From an optimization exercise on the open Yosys and OpenROAD flow, aimed at small area, a short achievable clock period and few clock cycles; shortcuts taken in it are not production practice. At most, simulation tests tie the RTL to the original design; equivalence was not proved. No functional check of the RTL was part of run 1. The flow treats the clock pin as an ideal source, which a real chip does not have.

--- design/flow/flow/run.sh ---
#!/bin/bash
# The standard layout, except:
# - synthesis maps all the logic with the ABC script flow/area.abc, in place
#   of ORFS's area script and without first mapping adders to full/half-adder
#   cells (ADDER_MAP_FILE empty); otherwise synth_recipe.tcl unchanged;
# - plain buf_1 cells as the port buffers;
# - timing repair aiming at 56.2 ns of setup slack.
set -euo pipefail
W=$PWD
cat > "$W/flow_synth.tcl" <<TCL
proc abc {args} {
  set i [lsearch -exact \$args -script]
  if {\$i >= 0} { lset args [expr {\$i + 1}] $W/flow/area.abc }
  yosys abc {*}\$args
}
source $W/synth_recipe.tcl
TCL
bash standard.sh "SYNTH_SCRIPT=$W/flow_synth.tcl" ADDER_MAP_FILE= "BUFFER_PORTS_ARGS=-buffer_cell sky130_fd_sc_hd__buf_1" SETUP_SLACK_MARGIN=56.2 finish > standard.log 2>&1
--- design/flow/flow/area.abc ---
strash
ifraig
dc2
dch -f
amap
topo
stime -c
buffer -c
upsize -c
dnsize -c
--- design/flow/standard.sh ---
#!/bin/bash
# synth_recipe.tcl (not shown) runs the flow's synth.tcl, then flattens the netlist and writes it again
# the make line also repeats each setting of config.mk as NAME=value (left out here)
make -C /OpenROAD-flow-scripts/flow DESIGN_CONFIG=/design/flow/config.mk WORK_HOME=/design/flow/orfs CLKGATE_MAP_FILE= SYNTH_SCRIPT=/design/flow/synth_recipe.tcl "${@:-finish}"
--- design/flow/config.mk ---
export PLATFORM = sky130hd
export DESIGN_NAME = BAS
export DESIGN_NICKNAME = BAS
export VERILOG_FILES = /design/flow/design.v
export SDC_FILE = /design/flow/constraint.sdc
export NUM_CORES = 8
export LEC_CHECK = 0
export ABC_AREA = 1
export CAP_MARGIN = 20
export CORE_MARGIN = 2
export CORE_UTILIZATION = 60
export CTS_BUF_LIST = sky130_fd_sc_hd__clkbuf_8
export SLEW_MARGIN = 20
--- design/flow/constraint.sdc ---
create_clock -name core_clock -period 72.0 [get_ports {clk}]
set_input_delay 14.4000 -clock core_clock [delete_from_list [all_inputs] [get_ports {clk}]]
set_output_delay 14.4000 -clock core_clock [all_outputs]
set_load 0.01 [all_outputs]
--- design/flow/design.v ---
module Bfloat16_add(input [15:0] c, input [15:0] d, output [15:0] sum);
    wire cbig = c[14:0] >= d[14:0];
    wire [15:0] b = cbig ? c : d;
    wire [15:0] s = cbig ? d : c;
    wire [7:0] ed = b[14:7] - s[14:7];
    wire [7:0] ns = (ed[7:3] != 5'd0) ? 8'd0 : ({1'b1, s[6:0]} >> ed[2:0]);
    wire [7:0] nb = {1'b1, b[6:0]};
    wire sub = c[15] ^ d[15];
    wire [8:0] r = sub ? {1'b0, nb} - {1'b0, ns} : {1'b0, nb} + {1'b0, ns};
    reg [2:0] pos;
    always @(*) begin
        casez (r[7:1])
            7'b1??????: pos = 3'd0;
            7'b01?????: pos = 3'd1;
            7'b001????: pos = 3'd2;
            7'b0001???: pos = 3'd3;
            7'b00001??: pos = 3'd4;
            7'b000001?: pos = 3'd5;
            7'b0000001: pos = 3'd6;
            default:    pos = 3'd7;
        endcase
    end
    wire [7:0] sh = r[7:0] << pos;
    wire [15:0] addres = r[8] ? {b[15], b[14:7] + 8'd1, r[7:1]} : {b[15], b[14:7], r[6:0]};
    wire [15:0] subres = (r[7:0] == 8'd0) ? 16'd0 :
                         {b[15], b[14:7] - {5'd0, pos}, (pos == 3'd7) ? 7'd0 : sh[6:0]};
    assign sum = sub ? subres : addres;
endmodule
module bf_addpos(input [14:0] c, input [14:0] d, output [14:0] sum);
    wire cbig = c >= d;
    wire [14:0] b = cbig ? c : d;
    wire [14:0] s = cbig ? d : c;
    wire [7:0] ed = b[14:7] - s[14:7];
    wire [7:0] ns = (ed[7:3] != 5'd0) ? 8'd0 : ({1'b1, s[6:0]} >> ed[2:0]);
    wire [8:0] r = {2'b01, b[6:0]} + {1'b0, ns};
    assign sum = r[8] ? {b[14:7] + 8'd1, r[7:1]} : {b[14:7], r[6:0]};
endmodule
module bf_add_slow(input [15:0] c, input [15:0] d, input byp, output [15:0] sum);
    wire [15:0] cmpc;
    assign cmpc[0] = 1'b1;
    genvar k;
    generate for (k = 0; k < 15; k = k + 1) begin : cm
        assign cmpc[k+1] = (c[k] & ~d[k]) | (c[k] & cmpc[k]) | (~d[k] & cmpc[k]);
    end endgenerate
    wire cbig = cmpc[15] | byp;
    wire [15:0] b = cbig ? c : d;
    wire [15:0] s = cbig ? d : c;
    wire [7:0] ed; wire edc;
    radd8 r1(b[14:7], ~s[14:7], 1'b1, ed, edc);
    wire [7:0] ns = (byp || ed[7:3] != 5'd0) ? 8'd0 : ({1'b1, s[6:0]} >> ed[2:0]);
    wire [7:0] nb = {1'b1, b[6:0]};
    wire sub = c[15] ^ d[15];
    wire [7:0] rr; wire rco;
    radd8 r2(nb, sub ? ~ns : ns, sub, rr, rco);
    wire [8:0] r = {rco & !sub, rr};
    reg [2:0] pos;
    always @(*) begin
        casez (r[7:1])
            7'b1??????: pos = 3'd0;
            7'b01?????: pos = 3'd1;
            7'b001????: pos = 3'd2;
            7'b0001???: pos = 3'd3;
            7'b00001??: pos = 3'd4;
            7'b000001?: pos = 3'd5;
            7'b0000001: pos = 3'd6;
            default:    pos = 3'd7;
        endcase
    end
    wire [7:0] sh = r[7:0] << pos;
    wire [7:0] einc, edec; wire ic, dc;
    radd8 r3(b[14:7], 8'd0, 1'b1, einc, ic);
    radd8 r4(b[14:7], ~{5'd0, pos}, 1'b1, edec, dc);
    wire [15:0] addres = r[8] ? {b[15], einc, r[7:1]} : {b[15], b[14:7], r[6:0]};
    wire [15:0] subres = (r[7:0] == 8'd0) ? 16'd0 :
                         {b[15], edec, (pos == 3'd7) ? 7'd0 : sh[6:0]};
    assign sum = sub ? subres : addres;
endmodule
module radd8(input [7:0] a, input [7:0] b, input ci, output [7:0] s, output co);
    wire [8:0] c;
    assign c[0] = ci;
    genvar k;
    generate for (k = 0; k < 8; k = k + 1) begin : rc
        assign s[k] = a[k] ^ b[k] ^ c[k];
        assign c[k+1] = (a[k] & b[k]) | (a[k] & c[k]) | (b[k] & c[k]);
    end endgenerate
    assign co = c[8];
endmodule
module Bfloat16_mul(input [15:0] a, input [15:0] b, output [15:0] product);
    wire [15:0] fp;
    mant_mul m(a[6:0], b[6:0], fp);
    wire [7:0] m8 = fp[15] ? fp[15:8] : fp[14:7];
    wire rb = fp[15] ? fp[7] : fp[6];
    wire [7:0] rm; wire rc;
    radd8 r1(m8, 8'd0, rb, rm, rc);
    wire [7:0] e0, ex; wire c0, c1;
    radd8 r2(a[14:7], b[14:7], fp[15], e0, c0);
    radd8 r3(e0, 8'd129, rc, ex, c1);
    wire sg = a[15] ^ b[15];
    assign product = (a[14:0] == 15'd0 || b[14:0] == 15'd0) ? 16'd0 :
                     (a[14:7] == 8'd255 || b[14:7] == 8'd255) ? {sg, 8'd255, 7'd0} :
                     {sg, ex, rc ? 7'd0 : rm[6:0]};
endmodule
module bf_sq(input [14:0] a, output [14:0] product);
    wire [15:0] fp;
    mant_sq m(a[6:0], fp);
    wire [7:0] m8 = fp[15] ? fp[15:8] : fp[14:7];
    wire rb = fp[15] ? fp[7] : fp[6];
    wire [8:0] rm = {1'b0, m8} + {8'd0, rb};
    wire [7:0] ex = {a[13:7], fp[15]} + 8'd129 + {7'd0, rm[8]};
    assign product = (a == 15'd0) ? 15'd0 :
                     (a[14:7] == 8'd255) ? {8'd255, 7'd0} :
                     {ex, rm[8] ? 7'd0 : rm[6:0]};
endmodule
module bf_dbl(input [15:0] a, output [15:0] y);
    assign y = (a[14:0] == 15'd0) ? 16'd0 :
               (a[14:7] == 8'd255) ? {a[15], 8'd255, 7'd0} :
               {a[15], a[14:7] + 8'd1, a[6:0]};
endmodule
module mant_mul(input [6:0] a, input [6:0] b, output [15:0] p);
    wire t1 = (a[0] & b[6]) ^ (a[1] & b[5]);
    wire t2 = (a[0] & b[6]) & (a[1] & b[5]);
    wire t3 = a[0] ^ (a[1] & b[6]) ^ (a[2] & b[5]);
    wire t4 = (a[0] & (a[1] & b[6])) | (a[0] & (a[2] & b[5])) | ((a[1] & b[6]) & (a[2] & b[5]));
    wire t5 = (a[3] & b[4]) ^ (a[4] & b[3]);
    wire t6 = (a[3] & b[4]) & (a[4] & b[3]);
    wire t7 = a[1] ^ (a[2] & b[6]) ^ (a[3] & b[5]);
    wire t8 = (a[1] & (a[2] & b[6])) | (a[1] & (a[3] & b[5])) | ((a[2] & b[6]) & (a[3] & b[5]));
    wire t9 = (a[4] & b[4]) ^ (a[5] & b[3]);
    wire t10 = (a[4] & b[4]) & (a[5] & b[3]);
    wire t11 = a[2] ^ (a[3] & b[6]) ^ (a[4] & b[5]);
    wire t12 = (a[2] & (a[3] & b[6])) | (a[2] & (a[4] & b[5])) | ((a[3] & b[6]) & (a[4] & b[5]));
    wire t13 = (a[0] & b[4]) ^ (a[1] & b[3]);
    wire t14 = (a[0] & b[4]) & (a[1] & b[3]);
    wire t15 = (a[0] & b[5]) ^ (a[1] & b[4]) ^ (a[2] & b[3]);
    wire t16 = ((a[0] & b[5]) & (a[1] & b[4])) | ((a[0] & b[5]) & (a[2] & b[3])) | ((a[1] & b[4]) & (a[2] & b[3]));
    wire t17 = (a[3] & b[2]) ^ (a[4] & b[1]);
    wire t18 = (a[3] & b[2]) & (a[4] & b[1]);
    wire t19 = t1 ^ (a[2] & b[4]) ^ (a[3] & b[3]);
    wire t20 = (t1 & (a[2] & b[4])) | (t1 & (a[3] & b[3])) | ((a[2] & b[4]) & (a[3] & b[3]));
    wire t21 = (a[4] & b[2]) ^ (a[5] & b[1]) ^ (a[6] & b[0]);
    wire t22 = ((a[4] & b[2]) & (a[5] & b[1])) | ((a[4] & b[2]) & (a[6] & b[0])) | ((a[5] & b[1]) & (a[6] & b[0]));
    wire t23 = t2 ^ t3 ^ t5;
    wire t24 = (t2 & t3) | (t2 & t5) | (t3 & t5);
    wire t25 = (a[5] & b[2]) ^ (a[6] & b[1]) ^ b[0];
    wire t26 = ((a[5] & b[2]) & (a[6] & b[1])) | ((a[5] & b[2]) & b[0]) | ((a[6] & b[1]) & b[0]);
    wire t27 = t4 ^ t6 ^ t7;
    wire t28 = (t4 & t6) | (t4 & t7) | (t6 & t7);
    wire t29 = t9 ^ (a[6] & b[2]) ^ b[1];
    wire t30 = (t9 & (a[6] & b[2])) | (t9 & b[1]) | ((a[6] & b[2]) & b[1]);
    wire t31 = t8 ^ t10 ^ t11;
    wire t32 = (t8 & t10) | (t8 & t11) | (t10 & t11);
    wire t33 = (a[5] & b[4]) ^ (a[6] & b[3]) ^ b[2];
    wire t34 = ((a[5] & b[4]) & (a[6] & b[3])) | ((a[5] & b[4]) & b[2]) | ((a[6] & b[3]) & b[2]);
    wire t35 = t12 ^ a[3] ^ (a[4] & b[6]);
    wire t36 = (t12 & a[3]) | (t12 & (a[4] & b[6])) | (a[3] & (a[4] & b[6]));
    wire t37 = (a[5] & b[5]) ^ (a[6] & b[4]) ^ b[3];
    wire t38 = ((a[5] & b[5]) & (a[6] & b[4])) | ((a[5] & b[5]) & b[3]) | ((a[6] & b[4]) & b[3]);
    wire t39 = a[4] ^ (a[5] & b[6]) ^ (a[6] & b[5]);
    wire t40 = (a[4] & (a[5] & b[6])) | (a[4] & (a[6] & b[5])) | ((a[5] & b[6]) & (a[6] & b[5]));
    wire t41 = (a[0] & b[3]) ^ (a[1] & b[2]);
    wire t42 = (a[0] & b[3]) & (a[1] & b[2]);
    wire t43 = t13 ^ (a[2] & b[2]) ^ (a[3] & b[1]);
    wire t44 = (t13 & (a[2] & b[2])) | (t13 & (a[3] & b[1])) | ((a[2] & b[2]) & (a[3] & b[1]));
    wire t45 = t14 ^ t15 ^ t17;
    wire t46 = (t14 & t15) | (t14 & t17) | (t15 & t17);
    wire t47 = t16 ^ t18 ^ t19;
    wire t48 = (t16 & t18) | (t16 & t19) | (t18 & t19);
    wire t49 = t20 ^ t22 ^ t23;
    wire t50 = (t20 & t22) | (t20 & t23) | (t22 & t23);
    wire t51 = t24 ^ t26 ^ t27;
    wire t52 = (t24 & t26) | (t24 & t27) | (t26 & t27);
    wire t53 = t28 ^ t30 ^ t31;
    wire t54 = (t28 & t30) | (t28 & t31) | (t30 & t31);
    wire t55 = t32 ^ t34 ^ t35;
    wire t56 = (t32 & t34) | (t32 & t35) | (t34 & t35);
    wire t57 = t36 ^ t38 ^ t39;
    wire t58 = (t36 & t38) | (t36 & t39) | (t38 & t39);
    wire t59 = t40 ^ a[5] ^ (a[6] & b[6]);
    wire t60 = (t40 & a[5]) | (t40 & (a[6] & b[6])) | (a[5] & (a[6] & b[6]));
    wire t61 = (a[0] & b[2]) ^ (a[1] & b[1]);
    wire t62 = (a[0] & b[2]) & (a[1] & b[1]);
    wire t63 = t41 ^ (a[2] & b[1]) ^ (a[3] & b[0]);
    wire t64 = (t41 & (a[2] & b[1])) | (t41 & (a[3] & b[0])) | ((a[2] & b[1]) & (a[3] & b[0]));
    wire t65 = t42 ^ t43 ^ (a[4] & b[0]);
    wire t66 = (t42 & t43) | (t42 & (a[4] & b[0])) | (t43 & (a[4] & b[0]));
    wire t67 = t44 ^ t45 ^ (a[5] & b[0]);
    wire t68 = (t44 & t45) | (t44 & (a[5] & b[0])) | (t45 & (a[5] & b[0]));
    wire t69 = t46 ^ t47 ^ t21;
    wire t70 = (t46 & t47) | (t46 & t21) | (t47 & t21);
    wire t71 = t48 ^ t49 ^ t25;
    wire t72 = (t48 & t49) | (t48 & t25) | (t49 & t25);
    wire t73 = t50 ^ t51 ^ t29;
    wire t74 = (t50 & t51) | (t50 & t29) | (t51 & t29);
    wire t75 = t52 ^ t53 ^ t33;
    wire t76 = (t52 & t53) | (t52 & t33) | (t53 & t33);
    wire t77 = t54 ^ t55 ^ t37;
    wire t78 = (t54 & t55) | (t54 & t37) | (t55 & t37);
    wire t79 = t56 ^ t57 ^ b[4];
    wire t80 = (t56 & t57) | (t56 & b[4]) | (t57 & b[4]);
    wire t81 = t58 ^ t59 ^ b[5];
    wire t82 = (t58 & t59) | (t58 & b[5]) | (t59 & b[5]);
    wire t83 = t60 ^ a[6] ^ b[6];
    wire t84 = (t60 & a[6]) | (t60 & b[6]) | (a[6] & b[6]);
    wire [15:0] r0 = {1'b0, t84, t82, t80, t78, t76, t74, t72, t70, t68, t66, t64, t62, t61, (a[0] & b[1]), (a[0] & b[0])};
    wire [15:0] r1 = {1'b0, 1'b1, t83, t81, t79, t77, t75, t73, t71, t69, t67, t65, t63, (a[2] & b[0]), (a[1] & b[0]), 1'b0};
    wire [16:0] cy;
    assign cy[0] = 1'b0;
    genvar k;
    generate for (k = 0; k < 16; k = k + 1) begin : rc
        assign p[k] = r0[k] ^ r1[k] ^ cy[k];
        assign cy[k+1] = (r0[k] & r1[k]) | (r0[k] & cy[k]) | (r1[k] & cy[k]);
    end endgenerate
endmodule
module mant_sq(input [6:0] a, output [15:0] p);
    wire t1 = a[0] ^ (a[1] & a[6]);
    wire t2 = a[0] & (a[1] & a[6]);
    wire t3 = (a[0] & a[5]) ^ (a[1] & a[4]);
    wire t4 = (a[0] & a[5]) & (a[1] & a[4]);
    wire t5 = (a[0] & a[6]) ^ (a[1] & a[5]);
    wire t6 = (a[0] & a[6]) & (a[1] & a[5]);
    wire t7 = t1 ^ (a[2] & a[5]) ^ (a[3] & a[4]);
    wire t8 = (t1 & (a[2] & a[5])) | (t1 & (a[3] & a[4])) | ((a[2] & a[5]) & (a[3] & a[4]));
    wire t9 = t2 ^ a[1] ^ (a[2] & a[6]);
    wire t10 = (t2 & a[1]) | (t2 & (a[2] & a[6])) | (a[1] & (a[2] & a[6]));
    wire t11 = a[2] ^ (a[3] & a[6]) ^ (a[4] & a[5]);
    wire t12 = (a[2] & (a[3] & a[6])) | (a[2] & (a[4] & a[5])) | ((a[3] & a[6]) & (a[4] & a[5]));
    wire t13 = (a[0] & a[3]) ^ (a[1] & a[2]);
    wire t14 = (a[0] & a[3]) & (a[1] & a[2]);
    wire t15 = (a[0] & a[4]) ^ (a[1] & a[3]);
    wire t16 = (a[0] & a[4]) & (a[1] & a[3]);
    wire t17 = t3 ^ (a[2] & a[3]) ^ a[3];
    wire t18 = (t3 & (a[2] & a[3])) | (t3 & a[3]) | ((a[2] & a[3]) & a[3]);
    wire t19 = t4 ^ t5 ^ (a[2] & a[4]);
    wire t20 = (t4 & t5) | (t4 & (a[2] & a[4])) | (t5 & (a[2] & a[4]));
    wire t21 = t6 ^ t7 ^ a[4];
    wire t22 = (t6 & t7) | (t6 & a[4]) | (t7 & a[4]);
    wire t23 = t8 ^ t9 ^ (a[3] & a[5]);
    wire t24 = (t8 & t9) | (t8 & (a[3] & a[5])) | (t9 & (a[3] & a[5]));
    wire t25 = t10 ^ t11 ^ a[5];
    wire t26 = (t10 & t11) | (t10 & a[5]) | (t11 & a[5]);
    wire t27 = t12 ^ a[3] ^ (a[4] & a[6]);
    wire t28 = (t12 & a[3]) | (t12 & (a[4] & a[6])) | (a[3] & (a[4] & a[6]));
    wire t29 = a[4] ^ (a[5] & a[6]) ^ a[6];
    wire t30 = (a[4] & (a[5] & a[6])) | (a[4] & a[6]) | ((a[5] & a[6]) & a[6]);
    wire [15:0] r0 = {1'b0, a[6], t30, t28, t26, t24, t22, t20, t18, t16, t14, t13, (a[0] & a[2]), (a[0] & a[1]), 1'b0, a[0]};
    wire [15:0] r1 = {1'b0, 1'b1, a[5], t29, t27, t25, t23, t21, t19, t17, t15, a[2], 1'b0, a[1], 1'b0, 1'b0};
    wire [16:0] cy;
    assign cy[0] = 1'b0;
    genvar k;
    generate for (k = 0; k < 16; k = k + 1) begin : rc
        assign p[k] = r0[k] ^ r1[k] ^ cy[k];
        assign cy[k+1] = (r0[k] & r1[k]) | (r0[k] & cy[k]) | (r1[k] & cy[k]);
    end endgenerate
endmodule
module fitness_lin(input [15:0] x, input [15:0] y, output [15:0] u, output [15:0] v);
    wire [15:0] x2, y2, s1, s2;
    bf_dbl d1(y, y2);
    bf_dbl d2(x, x2);
    Bfloat16_add a1(x, y2, s1);
    Bfloat16_add a2(x2, y, s2);
    bf_addk #(7'h60) a3(s1, u);      
    bf_addk #(7'h20) a4(s2, v);      
endmodule
module fitness_sq(input [15:0] u, input [15:0] v, output [14:0] f);
    wire [14:0] u2, v2;
    bf_sq q1(u[14:0], u2);
    bf_sq q2(v[14:0], v2);
    bf_addpos a1(u2, v2, f);
endmodule
module bf_addk #(parameter [6:0] MK = 7'h60) (input [15:0] a, output [15:0] sum);
    localparam [7:0] NK = {1'b1, MK};
    wire s = a[15];
    wire [7:0] e = a[14:7];
    wire [7:0] n = {1'b1, a[6:0]};
    wire abig = a[14:0] >= {8'd129, MK};
    wire [7:0] sha = e - 8'd129;
    wire [7:0] nka = (sha[7:3] != 5'd0) ? 8'd0 : (NK >> sha[2:0]);
    wire [7:0] shb = 8'd129 - e;
    wire [7:0] nab = (shb[7:3] != 5'd0) ? 8'd0 : (n >> shb[2:0]);
    wire [7:0] nb = abig ? n : NK;
    wire [7:0] ns = abig ? nka : nab;
    wire [7:0] eb = abig ? e : 8'd129;
    wire sb = abig ? s : 1'b1;
    wire sub = !s;
    wire [8:0] r = sub ? {1'b0, nb} - {1'b0, ns} : {1'b0, nb} + {1'b0, ns};
    wire z4 = r[7:4] == 4'd0;
    wire [7:0] n4 = z4 ? {r[3:0], 4'd0} : r[7:0];
    wire z2 = n4[7:6] == 2'd0;
    wire [7:0] n2 = z2 ? {n4[5:0], 2'd0} : n4;
    wire z1 = !n2[7];
    wire [7:0] sh = z1 ? {n2[6:0], 1'b0} : n2;
    wire [2:0] pos = {z4, z2, z1};
    wire [15:0] addres = r[8] ? {sb, eb + 8'd1, r[7:1]} : {sb, eb, r[6:0]};
    wire [15:0] subres = (r[7:0] == 8'd0) ? 16'd0 : {sb, eb - {5'd0, pos}, sh[6:0]};
    assign sum = sub ? subres : addres;
endmodule
module twin_lfsr(input clk, input reset, input step, input [8:0] seed1, input [8:0] seed2,
                 output [15:0] n1, output [15:0] n2);
    reg [8:0] N1, N2;
    always @(posedge clk) begin
        if (reset) begin
            N1 <= seed1;
            N2 <= seed2;
        end else if (step) begin
            N1 <= {N1[7], N1[6], N1[5] ^ N1[8], N1[8], N1[0], N1[4], N1[3] ^ N1[0], N1[2], N1[1]};
            N2 <= {N2[7], N2[6], N2[5] ^ N2[8], N2[8], N2[0], N2[4], N2[3] ^ N2[0], N2[2], N2[1]};
        end
    end
    assign n1 = {N1[8], 5'b01111, N1[7], 1'b1, 1'b0, N1[6:0]};
    assign n2 = {N2[8], 5'b01111, N2[7], 1'b1, 1'b0, N2[6:0]};
endmodule
module BAS(input clk, input reset, input [8:0]count, input [8:0]seed1, input [8:0]seed2, input [15:0]xi, input [15:0]yi, input [15:0]P, input [15:0]E, output [15:0]xo, output [15:0]yo, output [15:0]fo, output [31:0]clk_cnt, output reg done);
    reg [15:0] x, y, p, e;
    reg [14:0] f;
    reg [8:0] cnt, itc;
    reg [2:0] ph;
    reg ini, run;
    wire ph0 = ph == 3'd0, ph1 = ph == 3'd1, ph2 = ph == 3'd2;
    wire ph3 = ph == 3'd3, ph4 = ph == 3'd4, ph5 = ph == 3'd5;
    wire [15:0] dx, dy;
    twin_lfsr lfsr(clk, reset, ph1, seed1, seed2, dx, dy);
    wire useE = ph0 | ph1;
    wire useY = ph5 | ph1;
    wire [15:0] ma = useE ? e : p;
    wire [15:0] d = useY ? dy : dx;
    wire [15:0] mp;
    Bfloat16_mul m1(ma, {1'b0, d[14:0]}, mp);
    reg [14:0] opa, opb, opc;            
    reg q1, q2, q3, i1, i2, i3;
    reg [14:0] f3;
    reg [15:0] x1, y1;
    reg sg, acc0;
    wire le = f3 <= f;
    wire fin = q3 & ph0;                 
    wire upd = fin & (sg ? le : acc0);   
    wire last = (itc + 9'd1 == cnt);
    wire [15:0] xs = upd ? x1 : x;
    wire [15:0] ys = upd ? y1 : y;
    wire pe = ph0 | ph1;
    wire nz = pe ? (p[14:0] != 15'd0) : (e[14:0] != 15'd0);
    wire neg = ph1 | ph3 | (ph5 & sg);
    wire [14:0] ox = pe ? opa : opc;
    wire [15:0] sx = {nz & ((pe ? p[15] ^ dx[15] : e[15]) ^ neg), ox};
    wire [15:0] sy = {nz & ((pe ? p[15] ^ dy[15] : e[15]) ^ neg), opb};
    wire [15:0] ax, ay;
    bf_add_slow a1(xs, sx, ini, ax);
    bf_add_slow a2(ys, sy, ini, ay);
    wire issue = run & (ph0 | ph1 | ph2 | ph3);
    wire [15:0] u, v;
    fitness_lin lin(x1, y1, u, v);
    reg [15:0] u2, v2;
    wire [14:0] fs;
    fitness_sq sq(u2, v2, fs);
    always @(posedge clk) begin
        if (ph4) opa <= mp[14:0];
        if (ph0) opc <= mp[14:0];
        if (ph5 | ph1) opb <= mp[14:0];
        x1 <= ax;
        y1 <= ay;
        u2 <= u;
        v2 <= v;
        f3 <= fs;
        if (i3 || q3 && (ph5 && !sg || ph0 && sg) && le) f <= f3;
        if (ph3) sg <= !(f3 > fs);
        if (ph5) acc0 <= le;
        if (reset) begin
            x <= xi;
            y <= yi;
            p <= P;
            e <= E;
            cnt <= count;
            itc <= 9'd0;
            ph <= 3'd4;
            ini <= 1'b1;
            run <= count != 9'd0;
            done <= 1'b0;
            q1 <= 1'b0;
            q2 <= 1'b0;
            q3 <= 1'b0;
            i1 <= 1'b0;
            i2 <= 1'b0;
            i3 <= 1'b0;
        end else begin
            ini <= 1'b0;
            q1 <= issue;
            q2 <= q1;
            q3 <= q2;
            i1 <= ini;
            i2 <= i1;
            i3 <= i2;
            ph <= ph5 ? 3'd0 : ph + 3'd1;
            if (i3 && !run) done <= 1'b1;
            if (fin) begin
                x <= xs;
                y <= ys;
                itc <= itc + 9'd1;
                if (last) begin
                    done <= 1'b1;
                    run <= 1'b0;
                end
            end
        end
    end
    assign xo = x;
    assign yo = y;
    assign fo = {1'b0, f};
    assign clk_cnt = {23'd0, itc};
endmodule
==> results of run 1 <==
-- worst min-delay path by stage --
stage               endpoint   start  depth (start not counted)
finish                 f[13]  f3[13]                          0
detailed placement     f[13]  f3[13]                          0
global route            f[1]   f3[1]                          0
floorplan              f[11]  f3[11]                          0
CTS                     f[1]   f3[1]                          0
global placement        f[1]   f3[1]                          0
-- cell usage in the layout, fill, tap and decap left out, types with 36 or more instances in the layout --
cell type / count
a21oi_1: 296
or2_2: 36
nand2_1: 359
dfxtp_1: 93
o21ai_0: 323
o22a_1: 42
o32ai_1: 43
clkbuf_8: 49
inv_1: 366
nor2b_1: 48
inv_2: 37
nor2_1: 810
buf_1: 148
nor3_1: 73
o22ai_1: 283
buf_4: 67
edfxtp_1: 154
-- kinds of logic after synthesis --
logic type,count (synthesis),share of synthesized area
DFF,251,0.2771
other,1,0.0001582
buffers and inverters,510,0.08526
xor gates and xnor gates,1,0.0003696
and+or+nand+nor,1532,0.2785
AOI/OAI and AO/OA,1349,0.3586
-- metal layers --
metal	wire length [um]	vias to the layer above	part of all wire
met1	30350	12510	0.42
met4	2517	0	0.034
li1	-	13480	-
met5	0	-	0
met2	34850	1206	0.48
met3	5404	224	0.074
-- stage by stage --
stage                     setup WS [ns]  utilization  instance area, um^2  cells
after CTS                         56.21       0.6603                25640   4331
after global routing              55.86       0.6845                26580   4379
final                             56.38       0.6845                26580   4379
after detailed placement          55.35       0.6363                24710   4253
after floorplan                   56.38            -                23790   3667
after global placement            55.42       0.6363                24710   4253
-- area by class of cell --
class                           count  area share
Inverter                          406     0.05895
Timing Repair inverter              2   0.0003766
Clock inverter                     24    0.006544
Timing Repair Buffer              221     0.04289
Sequential cell                   251      0.2474
Clock buffer                       49     0.02538
Multi-Input combinational cell   2908      0.5941
Tap cell                          518     0.02439
-- timing repair --
item                                    CTS  global route
pin swaps                                 2            21
endpoints found under the setup margin   59            96
setup buffers                             4            45
hold endpoints to repair                  0             0
hold buffers                              0             0
resized for setup                         5           128
gates cloned                              1             3
-- synthesized netlist by cell type (all sizes together) (9+ instances only) --
| cell type | n |
|---|---|
| a21o | 17 |
| nand2 | 366 |
| edfxtp | 154 |
| nand4 | 16 |
| a211oi | 31 |
| buf | 39 |
| o22ai | 300 |
| nor4 | 26 |
| o32ai | 49 |
| nand3 | 23 |
| nor2b | 49 |
| o21a | 29 |
| a221oi | 12 |
| o221ai | 31 |
| o21ai | 376 |
| o211ai | 9 |
| a31oi | 28 |
| o22a | 42 |
| a22oi | 20 |
| o32a | 16 |
| inv | 398 |
| dfxtp | 97 |
| or2 | 38 |
| a21oi | 315 |
| nor3 | 85 |
| and3 | 18 |
| clkbuf | 65 |
| and2 | 24 |
| nor2 | 856 |
| or3 | 17 |
| a22o | 12 |
-- state kept, by name (all words and copies together), names as in the netlist, 3 cells and up --
| name | flops |
|---|---|
| v2 | 15 |
| e | 16 |
| u2 | 15 |
| lfsr.N2 | 9 |
| itc | 9 |
| opa | 15 |
| f | 15 |
| x | 16 |
| y1 | 16 |
| opb | 15 |
| y | 16 |
| x1 | 16 |
| opc | 15 |
| lfsr.N1 | 9 |
| f3 | 15 |
| cnt | 9 |
| p | 16 |
| ph | 3 |
-- worst max-delay path, cell delays in order --
cell and delay [ns]:
clkbuf_4 0.59, inv_1 0.42, o21ai_1 0.17, buf_4 0.28
==> results.json, run 1 <==
{
  "dr.pass1.iters": 8,
  "run_status": "complete, no violations",
  "netlist_top_cells_area": "edfxtp_1 (20%), nor2_1 (13%), dfxtp_1 (8.2%), o22ai_1 (7.8%), o21ai_0 (7.1%)",
  "r2r-end": "v2[10]",
  "drc_errors": 0,
  "die_area_um2": 41100,
  "cts_root_buffer": "clkbuf_8",
  "critPathMaxFanout": 67,
  "endpoint_kind": "flip-flop",
  "synthToLayoutAreaGrowth_pct": 12.14,
  "cp-endpoint": "lfsr.N1[0]",
  "synthFlopType": "edfxtp_1",
  "met3_usage": 0.04334,
  "seq_area_frac_synth": 0.2771,
  "multiInputGateArea_um2": 15790,
  "fin_skew_ns": 0.05158,
  "hold_path.class": "reg -> reg",
  "worstMarginPinSlew_ns": 1.063,
  "clk_pin_slew_ns": 0.06,
  "vias_per_cell": 6.261,
  "cts-buffers-inserted": 41,
  "synth_top_cell_area_share": 0.1951,
  "rows": 72,
  "synth.avg_cell_area_um2": 6.504,
  "grt_pass1_wl_um": 114900,
  "required_ns": 72.27,
  "num-fill-cells": 3417,
  "setup_viol": 0,
  "slew_violations": 0,
  "setup_tns_ns": 0,
  "path_class": "in -> reg",
  "min_period_ns": 15.62,
  "antenna_found_initial": 0,
  "reg2reg_depth": 92,
  "crit_path_start_kind": "primary input",
  "cts_tree": "yes",
  "met2_usage": 0.5752,
  "overflow": 0,
  "drtAntennaViolNets": 0,
  "globalRoute.busiestLayer": "met2",
  "drv_cap": 0,
  "timing.final.crit_share": 0.2170,
  "via_count": 27420,
  "first_iter_violations": 3139,
  "hold_ws_ns": 0.4407,
  "diodes": 0,
  "grt_max_degree": 82,
  "ios": 174,
  "grt_setup_unrepaired": "true",
  "r2r_setup_slack_ns": 56.98,
  "start_util": 0.6104,
  "yosysWarnings": 4,
  "synth.distinct_cells": 86,
  "crit_arrival_ns": 15.89,
  "die_w_um": 202.7,
  "grt_pass1_vias": 24180,
  "critPathLaunch": "reset",
  "netlist_instances": 3644,
  "htreeDepth": 2,
  "ctsLongestPathBuffers": 3,
  "synth_edf_count": 154,
  "slew_headroom": 0.2913,
  "dieHeight_um": 202.7,
  "insertion_delay_ns": 0.62,
  "cts.sinks": 251,
  "hpwl_um": 55270,
  "routedWlPerCell_um": 16.70,
  "num-nets-final": 3924,
  "met1_usage": 0.4298,
  "ys_async_sr_fraction": 0,
  "fmax_mhz": 64.02,
  "drt_wl_total_um": 73130,
  "place_congestion": 1.005,
  "synth_largest_area_cell": "edfxtp_1",
  "worstReg2RegStart": "x1[8]",
  "grt.total_usage": 0.3342,
  "io_buffers": 149,
  "drive_above_1_share": 0.09946,
  "synth_area_um2": 23700,
  "hold_violations": 0,
  "regArea_um2": 6574,
  "core_area_um2": 38830,
  "ys_ff_latch": 251
}
==> run 2: changes to the inputs <==
--- a/design/flow/design.v
+++ b/design/flow/design.v
@@ -51,3 +51,3 @@
     wire [7:0] nb = {1'b1, b[6:0]};
-    wire sub = c[15] ^ d[15];
+    wire sub = (c[15] ^ d[15]) & !byp;
     wire [7:0] rr; wire rco;
@@ -328,15 +328,10 @@
     reg [14:0] opa, opb, opc;            
-    reg q1, q2, q3, i1, i2, i3;
-    reg [14:0] f3;
+    reg q1, q2, i1, i2;
+    reg [14:0] fr;
     reg [15:0] x1, y1;
     reg sg, acc0;
-    wire le = f3 <= f;
-    wire fin = q3 & ph0;                 
-    wire upd = fin & (sg ? le : acc0);   
     wire last = (itc + 9'd1 == cnt);
-    wire [15:0] xs = upd ? x1 : x;
-    wire [15:0] ys = upd ? y1 : y;
     wire pe = ph0 | ph1;
     wire nz = pe ? (p[14:0] != 15'd0) : (e[14:0] != 15'd0);
-    wire neg = ph1 | ph3 | (ph5 & sg);
+    wire neg = ph1 | ph3 | ((ph4 | ph5) & sg);
     wire [14:0] ox = pe ? opa : opc;
@@ -345,4 +340,4 @@
     wire [15:0] ax, ay;
-    bf_add_slow a1(xs, sx, ini, ax);
-    bf_add_slow a2(ys, sy, ini, ay);
+    bf_add_slow a1(x, sx, ini, ax);
+    bf_add_slow a2(y, sy, ini, ay);
     wire issue = run & (ph0 | ph1 | ph2 | ph3);
@@ -353,2 +348,5 @@
     fitness_sq sq(u2, v2, fs);
+    wire le = fs <= f;
+    wire t0 = q2 & ph4, t1 = q2 & ph5;
+    wire take = t1 & (sg ? le : acc0);   
     always @(posedge clk) begin
@@ -361,6 +359,6 @@
         v2 <= v;
-        f3 <= fs;
-        if (i3 || q3 && (ph5 && !sg || ph0 && sg) && le) f <= f3;
-        if (ph3) sg <= !(f3 > fs);
-        if (ph5) acc0 <= le;
+        if (ph2) fr <= fs;
+        if (ph3) sg <= !(fr > fs);
+        if (ph4) acc0 <= le;
+        if (i2 || (t0 && !sg || t1 && sg) && le) f <= fs;
         if (reset) begin
@@ -378,6 +376,4 @@
             q2 <= 1'b0;
-            q3 <= 1'b0;
             i1 <= 1'b0;
             i2 <= 1'b0;
-            i3 <= 1'b0;
         end else begin
@@ -386,11 +382,11 @@
             q2 <= q1;
-            q3 <= q2;
             i1 <= ini;
             i2 <= i1;
-            i3 <= i2;
             ph <= ph5 ? 3'd0 : ph + 3'd1;
-            if (i3 && !run) done <= 1'b1;
-            if (fin) begin
-                x <= xs;
-                y <= ys;
+            if (i2 && !run) done <= 1'b1;
+            if (take) begin
+                x <= x1;
+                y <= y1;
+            end
+            if (t1) begin
                 itc <= itc + 9'd1;
--- a/design/flow/config.mk
+++ b/design/flow/config.mk
@@ -11,3 +11,2 @@
 export CORE_UTILIZATION = 60
-export CTS_BUF_LIST = sky130_fd_sc_hd__clkbuf_8
 export SLEW_MARGIN = 20
==> results.json, run 2 <==
{
  "grt_setup_unrepaired": "true",
  "crit_path_start_kind": "flip-flop",
  "synthFlopType": "edfxtp_1",
  "min_period_ns": 15.75,
  "cts_tree": "yes",
  "ys_ff_latch": 249,
  "dr.pass1.iters": 8,
  "htreeDepth": 1,
  "routedWlPerCell_um": 16.62,
  "die_area_um2": 41470,
  "fmax_mhz": 63.50,
  "critPathMaxFanout": 5,
  "layout_commonest_cell": "nor2_1",
  "hold_path.class": "reg -> reg",
  "stdcell_count": 4343,
  "rows": 73,
  "slowest_delay_ns": 0.55,
  "synthToLayoutAreaGrowth_pct": 10.55,
  "slew_violations": 0,
  "timing.final.crit_share": 0.2187,
  "yosysWarnings": 4,
  "start_util": 0.6047,
  "num-fill-cells": 3471,
  "endpoint_kind": "output pin",
  "hpwl_um": 55280,
  "dieHeight_um": 203.6,
  "ys_async_sr_fraction": 0,
  "dp_cells": 4253,
  "worstMarginPinSlew_ns": 1.047,
  "grt.total_usage": 0.3299,
  "cts_root_buffer": "clkbuf_16",
  "critPathLaunch": "x[1]",
  "antenna_found_initial": 1,
  "worstReg2RegStart": "y1[7]",
  "synth_largest_area_cell": "edfxtp_1",
  "hold_ws_ns": 0.4555,
  "slew_headroom": 0.3018,
  "cpLargestDelayFamily": "flip-flops",
  "path_class": "reg -> out",
  "insertion_delay_ns": 0.60,
  "setup_tns_ns": 0,
  "first_iter_violations": 2636,
  "grt_pass1_vias": 23450,
  "synth_area_um2": 23910,
  "synth.avg_cell_area_um2": 6.581,
  "ctsLongestPathBuffers": 3,
  "drc_errors": 0,
  "cts-buffers-inserted": 28,
  "cp_cell_sequence": "buf_1",
  "setup_viol": 0,
  "drtAntennaViolNets": 0,
  "required_ns": 57.60,
  "drt_wl_total_um": 72170,
  "via_count": 26860,
  "yosys-top-cells-count": "nor2_1 (834), nand2_1 (380), inv_1 (335)",
  "path_buf_inv": 1,
  "ios": 174,
  "grt_max_degree": 94,
  "netlist_top_cells_area": "edfxtp_1 (21%), nor2_1 (13%), dfxtp_1 (6.7%), o21ai_0 (6.5%), o22ai_1 (6.3%)",
  "final_cell_mix": "nor2_1 (830), nand2_1 (378), inv_1 (333), o21ai_0 (308), a21oi_1 (285)",
  "hold_violations": 0,
  "hp-start": "q1",
  "synth_top_cell_area_share": 0.2122,
  "clk_pin_slew_ns": 0.06,
  "synth_edf_count": 169,
  "drive_above_1_share": 0.09670,
  "grt_pass1_wl_um": 113500,
  "core_area_um2": 39550,
  "overflow": 0,
  "crit_path_top_delay_cell": "edfxtp_1",
  "yosysMostFrequentCell": "nor2_1",
  "io_buffers": 149,
  "drv_cap": 0,
  "netlist_instances": 3634,
  "crit_arrival_ns": 1.35,
  "vias_per_cell": 6.186,
  "ctsHoldBuffers": 0,
  "place_congestion": 0.9823,
  "run_status": "complete, no violations",
  "seq_area_frac_synth": 0.2792,
  "num-nets-final": 3887,
  "fin_skew_ns": 0.05463,
  "die_w_um": 203.6,
  "synth.distinct_cells": 93,
  "cts.sinks": 249
}
==> run 2: area by class of cell <==
class | instances | area [um^2] | share of cell area
tap | 525 | 656.9 | 0.02485
antenna | 2 | 5.005 | 0.0001893
multi-input combinational | 2911 | 15690 | 0.5934
clock buffer | 36 | 750.7 | 0.02840
timing repair inverter | 1 | 5.005 | 0.0001893
inverter | 398 | 1511 | 0.05717
clock inverter | 16 | 141.4 | 0.005348
timing repair buffer | 205 | 999.7 | 0.03781
sequential | 249 | 6679 | 0.2526
==> run 2: routing by layer <==
layer	part of all wire	GRT usage	vias up
met5	0	0	-
met4	0.032	0.1038	0
met3	0.089	0.04394	205
met2	0.45	0.5422	1226
met1	0.43	0.4503	12100
li1	-	-	13340
==> run 2: repair_timing <==
item                       in CTS  in global routing
gates resized for setup         1                 58
pin swaps                       0                 12
setup endpoints to repair      44                 79
setup buffers                   0                 31
cloned                          0                  5
==> run 2: path summary, 6_finish.rpt <==
check	depth (start not counted)	slack, ns	endpoint
max	1	56.25	xo[1]
min	1	0.46	q2
max reg2reg	99	57.34	u2[10]
min reg2reg	1	0.46	q2
==> run 2: logic make-up after synthesis <==
group           Yosys count  share of synthesized area
compound gates         1307                     0.3479
xor+xnor                  1                  0.0003663
buf+inv                 501                    0.08387
flops                   249                     0.2792
other cells               1                  0.0001568
simple gates           1575                     0.2885
==> run 2: worst reg2reg max path, delay by kind of cell, from the launching register on <==
kind            cells  cell delay [ns]
buf+inv            18             1.83
flops               1             0.41
compound gates     37             5.74
simple gates       44             6.47
==> run 2: through the flow <==
step / utilization / worst slack, ns / instance area [um^2]
2_1_floorplan: - / 56.38 / 24000
3_3_place_gp: 0.6306 / 55.52 / 24940
3_5_place_dp: 0.6306 / 55.45 / 24940
4_1_cts: 0.6533 / 56.26 / 25840
5_1_grt: 0.6684 / 55.99 / 26430
6_report: 0.6685 / 56.25 / 26440
Testbench counts of run 2, summed over its fixed seeds: cycles 288,264.
==> run 3: changes to the inputs <==
==> design/flow/flow/area.abc (replaced) <==
strash
ifraig
dc2
dch -f
amap -m
topo
stime -c
buffer -c
upsize -c -D 12500
dnsize -c -D 12500
==> results.json, run 3 <==
{
  "critPathMaxFanout": 5,
  "stdcell_area_um2": 26400,
  "path_buf_inv": 1,
  "synth.avg_cell_area_um2": 6.484,
  "cts.sinks": 249,
  "overflow": 0,
  "placed_area_um2": 24650,
  "multiInputGateArea_um2": 15510,
  "grt_max_degree": 97,
  "timing.final.crit_share": 0.2185,
  "clk_pin_slew_ns": 0.06,
  "io_buffers": 149,
  "synth_top_cell_area_share": 0.2149,
  "grt_pass1_vias": 24080,
  "core_area_um2": 38740,
  "endpoint_kind": "output pin",
  "slowest_delay_ns": 0.58,
  "yosysWarnings": 4,
  "fin_skew_ns": 0.009766,
  "drc_errors": 0,
  "synth.distinct_cells": 86,
  "synth_area_um2": 23610,
  "first_iter_violations": 2926,
  "synth_edf_count": 169,
  "routedWlPerCell_um": 16.80,
  "run_status": "complete, no violations",
  "ys_ff_latch": 249,
  "yosysMostFrequentCell": "nor2_1",
  "synthFlopType": "edfxtp_1",
  "synthToLayoutAreaGrowth_pct": 11.78,
  "cts-buffers-inserted": 28,
  "cpLargestDelayFamily": "flip-flops",
  "hold_path.class": "reg -> reg",
  "htreeDepth": 1,
  "drive_above_1_share": 0.08490,
  "seq_area_frac_synth": 0.2827,
  "hpwl_um": 55590,
  "ctsHoldBuffers": 0,
  "synth_mux_area_frac": 0,
  "drtAntennaViolNets": 0,
  "ctsLongestPathBuffers": 3,
  "ios": 174,
  "crit_path_top_delay_cell": "edfxtp_1",
  "diodes": 0,
  "hold_violations": 0,
  "num-nets-final": 3911,
  "drt_wl_total_um": 73210,
  "crit_arrival_ns": 1.33,
  "fmax_mhz": 63.56,
  "synth_compound_area_frac": 0.3480,
  "start_util": 0.6096,
  "synth_top_family_by_area": "compound AO/OA/AOI/OAI gates",
  "cts_tree": "yes",
  "vias_per_cell": 6.253,
  "synthAdderAreaFrac": 0,
  "path_class": "reg -> out",
  "grt_setup_unrepaired": "false",
  "netlist_top_cells_area": "edfxtp_1 (21%), nor2_1 (14%), o21ai_0 (7.1%), dfxtp_1 (6.8%), nand2_1 (6.6%)",
  "required_ns": 57.60,
  "ys_async_sr_fraction": 0,
  "antenna_found_initial": 0,
  "die_w_um": 202.4,
  "yosys-top-cells-count": "nor2_1 (852), nand2_1 (417), inv_1 (355)",
  "setup_viol": 0,
  "min_period_ns": 15.73,
  "die_area_um2": 40960,
  "final_cell_mix": "nor2_1 (841), nand2_1 (413), inv_1 (352), o21ai_0 (325), a21oi_1 (276)",
  "grt.total_usage": 0.3382,
  "place_congestion": 1.003,
  "dieHeight_um": 202.4,
  "rows": 72,
  "insertion_delay_ns": 0.56,
  "cp_cell_sequence": "buf_1",
  "drv_cap": 0,
  "worstMarginPinSlew_ns": 1.143,
  "cts_root_buffer": "clkbuf_16",
  "grt_pass1_wl_um": 115900,
  "regArea_um2": 6684,
  "slew_headroom": 0.2381,
  "synth-simple-area-share": 0.2847,
  "num-fill-cells": 3349,
  "layout_commonest_cell": "nor2_1",
  "synth_xor_area_frac": 0.0003709,
  "via_count": 27250,
  "setup_tns_ns": 0,
  "dr.pass1.iters": 6,
  "r2r_setup_slack_ns": 57.46,
  "synth_largest_area_cell": "edfxtp_1",
  "slew_violations": 0,
  "crit_path_start_kind": "flip-flop",
  "netlist_instances": 3642
}
[run 3: cell count changes after synthesis, sizes merged, moves of 5 or more]
cell    change
nand2      +33
o21a       +18
a21o       -13
nor2       -12
buf        -11
a21oi      -10
o21ai       +9
a221oi      +8
clkbuf      +7
nand3       -7
or3         -7
a31oi       +5
nor2b       -5
[run 3: final cells by class]
class	instances	share of cell area
multi-input combinational	2918	0.5878
sequential	249	0.2532
inverter	401	0.05769
timing repair buffer	218	0.04233
clock buffer	41	0.03034
tap	518	0.02455
clock inverter	11	0.003697
timing repair inverter	2	0.0003792
[run 3: path summary, 6_finish.rpt]
kind,from,cells after the start,to
worst max-delay path,x[6],1,xo[6]
worst min-delay path,i1,1,i2
worst max register to register,y1[7],96,u2[10]
worst min register to register,i1,1,i2
[run 3: layer usage]
metal  up-vias  GRT usage  part of all wire
li1      13360          -                 -
met1     12280     0.4611              0.42
met2      1400     0.5499              0.45
met3       213    0.04482             0.095
met4         0     0.1225             0.036
met5         -          0                 0
[run 3: cell families after synthesis]
logic type / Yosys count
other: 1
and+or+nand+nor: 1578
DFF: 249
xor gates and xnor gates: 1
AOI/OAI and AO/OA: 1313
buffers and inverters: 500
[run 3: per-stage QoR]
step,utilization,std cells,setup slack [ns],hold slack [ns]
detailed placement,0.6363,4256,55.75,0.4365
global placement,0.6362,4256,55.85,0.4168
finish,0.6814,4358,56.27,0.4498
global route,0.6814,4358,56.03,0.4678
CTS,0.6595,4308,56.31,0.4537
floorplan,-,3665,56.38,0.4138
[run 3: timing repair]
action | CTS | global route
resized for setup | 0 | 98
buffers inserted | 0 | 45
endpoints found under the setup margin | 0 | 106
==> run 4: changes to the inputs <==
--- a/design/flow/flow/run.sh
+++ b/design/flow/flow/run.sh
@@ -6,3 +6,4 @@
 # - plain buf_1 cells as the port buffers;
-# - timing repair aiming at 56.2 ns of setup slack.
+# - timing repair aiming at 56.2 ns of setup slack, and after CTS a repair
+#   of the input and output paths only (flow/io_repair.tcl).
 set -euo pipefail
@@ -17,2 +18,2 @@
 TCL
-bash standard.sh "SYNTH_SCRIPT=$W/flow_synth.tcl" ADDER_MAP_FILE= "BUFFER_PORTS_ARGS=-buffer_cell sky130_fd_sc_hd__buf_1" SETUP_SLACK_MARGIN=56.2 finish > standard.log 2>&1
+bash standard.sh "SYNTH_SCRIPT=$W/flow_synth.tcl" ADDER_MAP_FILE= "BUFFER_PORTS_ARGS=-buffer_cell sky130_fd_sc_hd__buf_1" SETUP_SLACK_MARGIN=56.2 "POST_CTS_TCL=$W/flow/io_repair.tcl" finish > standard.log 2>&1
==> design/flow/flow/io_repair.tcl (new file) <==
# Run after CTS (POST_CTS_TCL): a timing repair of the paths from the inputs
# and to the outputs only, aiming at 56.8 ns of slack; the paths between
# registers are left to the standard repair. The false paths are set for
# this repair only and removed again before the design is written.
set_false_path -from [all_registers] -to [all_registers]
repair_timing -setup -setup_margin 56.8 -verbose
reset_path -from [all_registers] -to [all_registers]
detailed_placement
check_placement -verbose
estimate_parasitics -placement
report_worst_slack -max
==> results.json, run 4 <==
{
  "run_status": "did not finish",
  "stop_stage": "4_1_cts",
  "error": "Error: cts.tcl, 90 invalid command name \"reset_path\"",
  "netlist_top_cells_area": "edfxtp_1 (21%), nor2_1 (14%), o21ai_0 (7.1%), dfxtp_1 (6.8%), nand2_1 (6.6%)",
  "seq_area_frac_synth": 0.2827,
  "hpwl_um": 55590,
  "synth.distinct_cells": 86,
  "synth_top_cell_area_share": 0.2149,
  "synth_area_um2": 23610,
  "rows": 72,
  "io_buffers": 149,
  "yosysMostFrequentCell": "nor2_1",
  "ios": 174,
  "ys_ff_latch": 249,
  "synth.avg_cell_area_um2": 6.484,
  "synth_largest_area_cell": "edfxtp_1",
  "start_util": 0.6096,
  "netlist_instances": 3642,
  "die_w_um": 202.4,
  "yosysWarnings": 4,
  "yosys-top-cells-count": "nor2_1 (852), nand2_1 (417), inv_1 (355)",
  "place_congestion": 1.003,
  "synth_edf_count": 169,
  "cts.sinks": 249,
  "ys_async_sr_fraction": 0,
  "placed_area_um2": 24650,
  "dieHeight_um": 202.4,
  "synthFlopType": "edfxtp_1"
}
-- run 4: how the worst max path moves through the flow --
stage          slack, ns    endpoint  start
3_5_place_dp       55.75       x[13]  reset
2_1_floorplan      56.38  lfsr.N1[0]  reset
3_3_place_gp       55.85       y[14]  reset
-- run 4: logic make-up after synthesis --
logic type,after synthesis,synth area share
other,1,0.0001588
XOR/XNOR,1,0.0003710
AND/OR/NAND/NOR,1578,0.2847
flip-flops,249,0.2827
buffers and inverters,500,0.08398
AO/OA/AOI/OAI,1313,0.3480
-- run 4: stage by stage --
step                std cells  hold slack (ns)    util  setup WS (ns)
floorplan                3665           0.4138       -          56.38
global placement         4256           0.4168  0.6362          55.85
detailed placement       4256           0.4365  0.6363          55.75
==> run 5: changes to the inputs <==
--- a/design/flow/flow/run.sh
+++ b/design/flow/flow/run.sh
@@ -7,3 +7,3 @@
 # - timing repair aiming at 56.2 ns of setup slack, and after CTS a repair
-#   of the input and output paths only (flow/io_repair.tcl).
+#   of the paths from the inputs and to the outputs only (flow/io_repair.tcl).
 set -euo pipefail
==> design/flow/flow/io_repair.tcl (replaced) <==
# Run after CTS (POST_CTS_TCL): a timing repair of the paths from the inputs
# and to the outputs only, aiming at 56.6 ns of slack; the paths between
# registers are left to the standard repair. The false paths are set for
# this repair only and removed again before the design is written.
set_false_path -from [all_registers] -to [all_registers]
repair_timing -setup -setup_margin 56.6 -verbose
sta::unset_path_exceptions -from [all_registers] -to [all_registers]
detailed_placement
check_placement -verbose
estimate_parasitics -placement
report_worst_slack -max
==> results.json, run 5 <==
{
  "insertion_delay_ns": 0.56,
  "grt_pass1_vias": 24620,
  "via_count": 27800,
  "drv_cap": 0,
  "synth.avg_cell_area_um2": 6.484,
  "num-nets-final": 3965,
  "path_buf_inv": 1,
  "synthFlopType": "edfxtp_1",
  "fin_skew_ns": 0.01498,
  "synth_area_um2": 23610,
  "die_w_um": 202.4,
  "final_cell_mix": "nor2_1 (839), nand2_1 (413), inv_1 (349), o21ai_0 (323), a21oi_1 (276)",
  "slew_violations": 0,
  "routedWlPerCell_um": 17.34,
  "first_iter_violations": 3042,
  "setup_viol": 0,
  "yosys-top-cells-count": "nor2_1 (852), nand2_1 (417), inv_1 (355)",
  "crit_arrival_ns": 1.27,
  "dr.pass1.iters": 7,
  "ys_ff_latch": 249,
  "netlist_instances": 3642,
  "yosysMostFrequentCell": "nor2_1",
  "layout_setup_ws_ns": 56.33,
  "dieHeight_um": 202.4,
  "die_area_um2": 40960,
  "start_util": 0.6096,
  "run_status": "complete, no violations",
  "cpLargestDelayFamily": "flip-flops",
  "min_path_cells": 1,
  "hold_ws_ns": 0.4486,
  "core_area_um2": 38740,
  "rows": 72,
  "synth_edf_count": 169,
  "drc_errors": 0,
  "slowest_delay_ns": 0.52,
  "yosysWarnings": 4,
  "vias_per_cell": 6.301,
  "fin_util": 0.6970,
  "slew_headroom": 0.2498,
  "diodes": 0,
  "layout_commonest_cell": "nor2_1",
  "path_depth": 1,
  "required_ns": 57.60,
  "drtAntennaViolNets": 0,
  "overflow": 0,
  "critPathMaxFanout": 2,
  "grt.total_usage": 0.3515,
  "fmax_mhz": 63.80,
  "hpwl_um": 55590,
  "reg2reg_depth": 94,
  "num-fill-cells": 3239,
  "grt_setup_unrepaired": "false",
  "hold_path.class": "reg -> reg",
  "synth_top_cell_area_share": 0.2149,
  "crit_path_start_kind": "flip-flop",
  "ios": 174,
  "setup_tns_ns": 0,
  "timing.final.crit_share": 0.2177,
  "cts.sinks": 249,
  "grt_max_degree": 97,
  "crit_path_top_delay_cell": "edfxtp_1",
  "io_buffers": 149,
  "netlist_top_cells_area": "edfxtp_1 (21%), nor2_1 (14%), o21ai_0 (7.1%), dfxtp_1 (6.8%), nand2_1 (6.6%)",
  "synth.distinct_cells": 86,
  "cp_cell_sequence": "buf_1",
  "drive_above_1_share": 0.1112,
  "grt_pass1_wl_um": 119800,
  "place_congestion": 1.003,
  "hold_violations": 0,
  "ys_async_sr_fraction": 0,
  "clk_pin_slew_ns": 0.06,
  "path_class": "reg -> out",
  "synth_largest_area_cell": "edfxtp_1",
  "cts_tree": "yes",
  "endpoint_kind": "output pin",
  "synthToLayoutAreaGrowth_pct": 14.34,
  "antenna_found_initial": 0,
  "min_period_ns": 15.67,
  "worstMarginPinSlew_ns": 1.125,
  "dp_slack_ns": 55.75,
  "drt_wl_total_um": 76500,
  "seq_area_frac_synth": 0.2827
}
==> run 5: cell counts after synthesis <==
Identical to the previous run, type by type.
==> run 5: cell families (layout without fill, tap and decap cells) <==
kind of cell,Yosys count,count (layout),share of synthesized area
AO/OA/AOI/OAI,1313,1316,0.3480
XOR/XNOR,1,1,0.0003710
buffers and inverters,500,726,0.08398
flip-flops,249,249,0.2827
other,1,24,0.0001588
AND/OR/NAND/NOR,1578,1578,0.2847
==> run 5: per-layer routing <==
| metal | vias to the layer above | GRT usage | wire length [um] |
|---|---|---|---|
| met5 | - | 0 | 0 |
| met4 | 0 | 0.1387 | 3291 |
| met3 | 275 | 0.05724 | 8004 |
| met2 | 1605 | 0.5689 | 34000 |
| met1 | 12460 | 0.4701 | 31210 |
| li1 | 13460 | - | - |
==> run 5: final timing paths <==
| check | slack, ns | startpoint | end |
|---|---|---|---|
| worst max-delay path | 56.33 | x[5] | xo[5] |
| worst min-delay path | 0.45 | i1 | i2 |
| worst max register to register | 57.43 | v2[6] | y[11] |
| worst min register to register | 0.45 | i1 | i2 |
==> run 5: area by class of cell <==
type / count / area [um^2] / share of cell area
Multi-Input combinational cell: 2919 / 15580 / 0.5770
Timing Repair inverter: 2 / 10.01 / 0.0003707
Sequential cell: 249 / 6699 / 0.2481
Tap cell: 518 / 648.1 / 0.02400
Clock buffer: 41 / 800.8 / 0.02966
Inverter: 401 / 1530 / 0.05667
Timing Repair Buffer: 271 / 1635 / 0.06057
Clock inverter: 11 / 97.59 / 0.003614
==> run 5: stage by stage <==
step | instance area [um^2] | std cells
3_3_place_gp | 24640 | 4256
5_1_grt | 27000 | 4412
2_1_floorplan | 23700 | 3665
6_report | 27000 | 4412
3_5_place_dp | 24650 | 4256
==> run 6: changes to the inputs <==
--- a/design/flow/flow/run.sh
+++ b/design/flow/flow/run.sh
@@ -7,3 +7,3 @@
 # - timing repair aiming at 56.2 ns of setup slack, and after CTS a repair
-#   of the paths from the inputs and to the outputs only (flow/io_repair.tcl).
+#   of the paths from the inputs only (flow/io_repair.tcl).
 set -euo pipefail
==> design/flow/flow/io_repair.tcl (replaced) <==
# Run after CTS (POST_CTS_TCL): a timing repair of the paths from the inputs
# to the registers only, aiming at 56.9 ns of slack; the other paths are left
# to the standard repair. The false paths are set for this repair only and
# removed again before the design is written.
set_false_path -from [all_registers] -to [all_registers]
set_false_path -to [all_outputs]
repair_timing -setup -setup_margin 56.9 -verbose
sta::unset_path_exceptions -from [all_registers] -to [all_registers]
sta::unset_path_exceptions -to [all_outputs]
detailed_placement
check_placement -verbose
estimate_parasitics -placement
report_worst_slack -max
==> results.json, run 6 <==
{
  "run_status": "complete, no violations",
  "synth_area_um2": 23610,
  "ys_async_sr_fraction": 0,
  "timing.final.crit_share": 0.2186,
  "multiInputGateArea_um2": 15560,
  "drv_cap": 0,
  "yosys-top-cells-count": "nor2_1 (852), nand2_1 (417), inv_1 (355)",
  "r2r-end": "u2[10]",
  "setup_tns_ns": 0,
  "io_buffers": 149,
  "reg2reg_depth": 97,
  "start_util": 0.6096,
  "endpoint_kind": "output pin",
  "drc_errors": 0,
  "drive_above_1_share": 0.08544,
  "num-nets-final": 3910,
  "cts_tree": "yes",
  "netlist_top_cells_area": "edfxtp_1 (21%), nor2_1 (14%), o21ai_0 (7.1%), dfxtp_1 (6.8%), nand2_1 (6.6%)",
  "dp_cells": 4256,
  "synth_largest_area_cell": "edfxtp_1",
  "synthToLayoutAreaGrowth_pct": 11.97,
  "hold_path.class": "reg -> reg",
  "layout_commonest_cell": "nor2_1",
  "slew_headroom": 0.2845,
  "crit_path_start_kind": "flip-flop",
  "required_ns": 57.60,
  "first_iter_violations": 2883,
  "diodes": 0,
  "critPathMaxFanout": 5,
  "synth.avg_cell_area_um2": 6.484,
  "hpwl_um": 55590,
  "dieHeight_um": 202.4,
  "drtAntennaViolNets": 0,
  "grt_pass1_wl_um": 116400,
  "grt.total_usage": 0.3398,
  "netlist_instances": 3642,
  "grt_setup_unrepaired": "false",
  "path_buf_inv": 1,
  "worstMarginPinSlew_ns": 1.065,
  "min_to": "i2",
  "min_path_cells": 1,
  "setup_viol": 0,
  "antenna_found_initial": 0,
  "yosysWarnings": 4,
  "core_area_um2": 38740,
  "overflow": 0,
  "grt_max_degree": 97,
  "seq_area_frac_synth": 0.2827,
  "hp-start": "i1",
  "fin_util": 0.6826,
  "dr.pass1.iters": 6,
  "cpLargestDelayFamily": "flip-flops",
  "clk_pin_slew_ns": 0.06,
  "min_period_ns": 15.74,
  "regArea_um2": 6684,
  "vias_per_cell": 6.255,
  "routedWlPerCell_um": 16.97,
  "die_w_um": 202.4,
  "synth_edf_count": 169,
  "die_area_um2": 40960,
  "r2r_setup_slack_ns": 57.43,
  "cp_cell_sequence": "buf_1",
  "slowest_delay_ns": 0.58,
  "final_cell_mix": "nor2_1 (841), nand2_1 (413), inv_1 (351), o21ai_0 (325), a21oi_1 (276)",
  "slew_violations": 0,
  "via_count": 27250,
  "ios": 174,
  "grt_pass1_vias": 24130,
  "fin_skew_ns": 0.01254,
  "path_class": "reg -> out",
  "synthFlopType": "edfxtp_1",
  "crit_arrival_ns": 1.34,
  "num-fill-cells": 3328,
  "drt_wl_total_um": 73920,
  "yosysMostFrequentCell": "nor2_1",
  "synth.distinct_cells": 86,
  "rows": 72,
  "cts.sinks": 249,
  "worstReg2RegStart": "y1[7]",
  "fmax_mhz": 63.53,
  "stdcell_count": 4357,
  "hold_violations": 0,
  "place_congestion": 1.003,
  "synth_top_cell_area_share": 0.2149,
  "crit_path_top_delay_cell": "edfxtp_1",
  "insertion_delay_ns": 0.56,
  "ys_ff_latch": 249
}
==> run 6: cell counts after synthesis <==
Identical to the previous run, type by type.
==> run 6: cell families (layout without fill, tap and decap cells) <==
kind of cell,after synthesis,after routing,share of synthesized area
and+or+nand+nor,1578,1579,0.2847
AOI/OAI and AO/OA,1313,1316,0.3480
DFF,249,249,0.2827
other,1,24,0.0001588
xor gates and xnor gates,1,1,0.0003710
buffers and inverters,500,670,0.08398
==> run 6: worst max-delay path by stage <==
| stage | start | endpoint | slack, ns | cells past startpoint |
|---|---|---|---|---|
| after detailed placement | reset | x[13] | 55.75 | 3 |
| after floorplan | reset | lfsr.N1[0] | 56.38 | 3 |
| final | x[6] | xo[6] | 56.26 | 1 |
| after global routing | x1[7] | v2[11] | 56.03 | 112 |
| after global placement | reset | y[14] | 55.85 | 3 |
==> run 6: per-layer routing <==
| metal | vias to the layer above | part of all wire | GRT usage |
|---|---|---|---|
| met2 | 1410 | 0.45 | 0.5516 |
| met4 | 0 | 0.037 | 0.1230 |
| met5 | - | 0 | 0 |
| li1 | 13350 | - | - |
| met3 | 211 | 0.098 | 0.04676 |
| met1 | 12280 | 0.41 | 0.4629 |
==> run 6: layout make-up <==
type,instances,area share
multi-input cells,2920,0.5884
flip-flops and latches,249,0.2528
inverters,401,0.05773
repair buffers,215,0.04221
clock buffers,41,0.03028
well taps,518,0.02451
clock inverters,11,0.003691
repair inverters,2,0.0003786
==> run 6: through the flow <==
| stage | area (um^2) | hold slack (ns) | worst slack, ns |
|---|---|---|---|
| detailed placement | 24650 | 0.4365 | 55.75 |
| finish | 26440 | 0.4542 | 56.26 |
| floorplan | 23700 | 0.4138 | 56.38 |
| global placement | 24640 | 0.4168 | 55.85 |
| global route | 26440 | 0.4594 | 56.03 |

==> port drivers added, routing unchanged <==
How much do the figures lean on ideal ports? The routed layouts below were timed once more, with nothing changed but the port constraints.
Step 1: set_driving_cell puts a clkbuf_16 on clk and a buf_2 on each other input, an assumption about the parent block.
Step 2, shift: input delay + t, output delay - t, t = (earliest + latest rising clock arrival at the registers) / 2. This alone moves slack from input paths to output paths.
Slacks: ideal / step 1 / step 2; pairs: ideal / step 1.
run	shift t [ns]	slack for setup (ns)	cell pins on the clock port's net
run 1	0.645	56.379 / 56.335 / 55.748	1
run 2	0.625	56.253 / 56.196 / 55.924	1
run 3	0.615	56.266 / 56.206 / 55.885	1
run 5	0.615	56.325 / 56.265 / 55.975	1
run 6	0.615	56.259 / 56.200 / 56.268	1
After both steps every run listed still meets setup and hold. For run 1, which loses most, drivers alone change the setup slack by -0.044 ns; drivers and shift together by -0.631 ns.
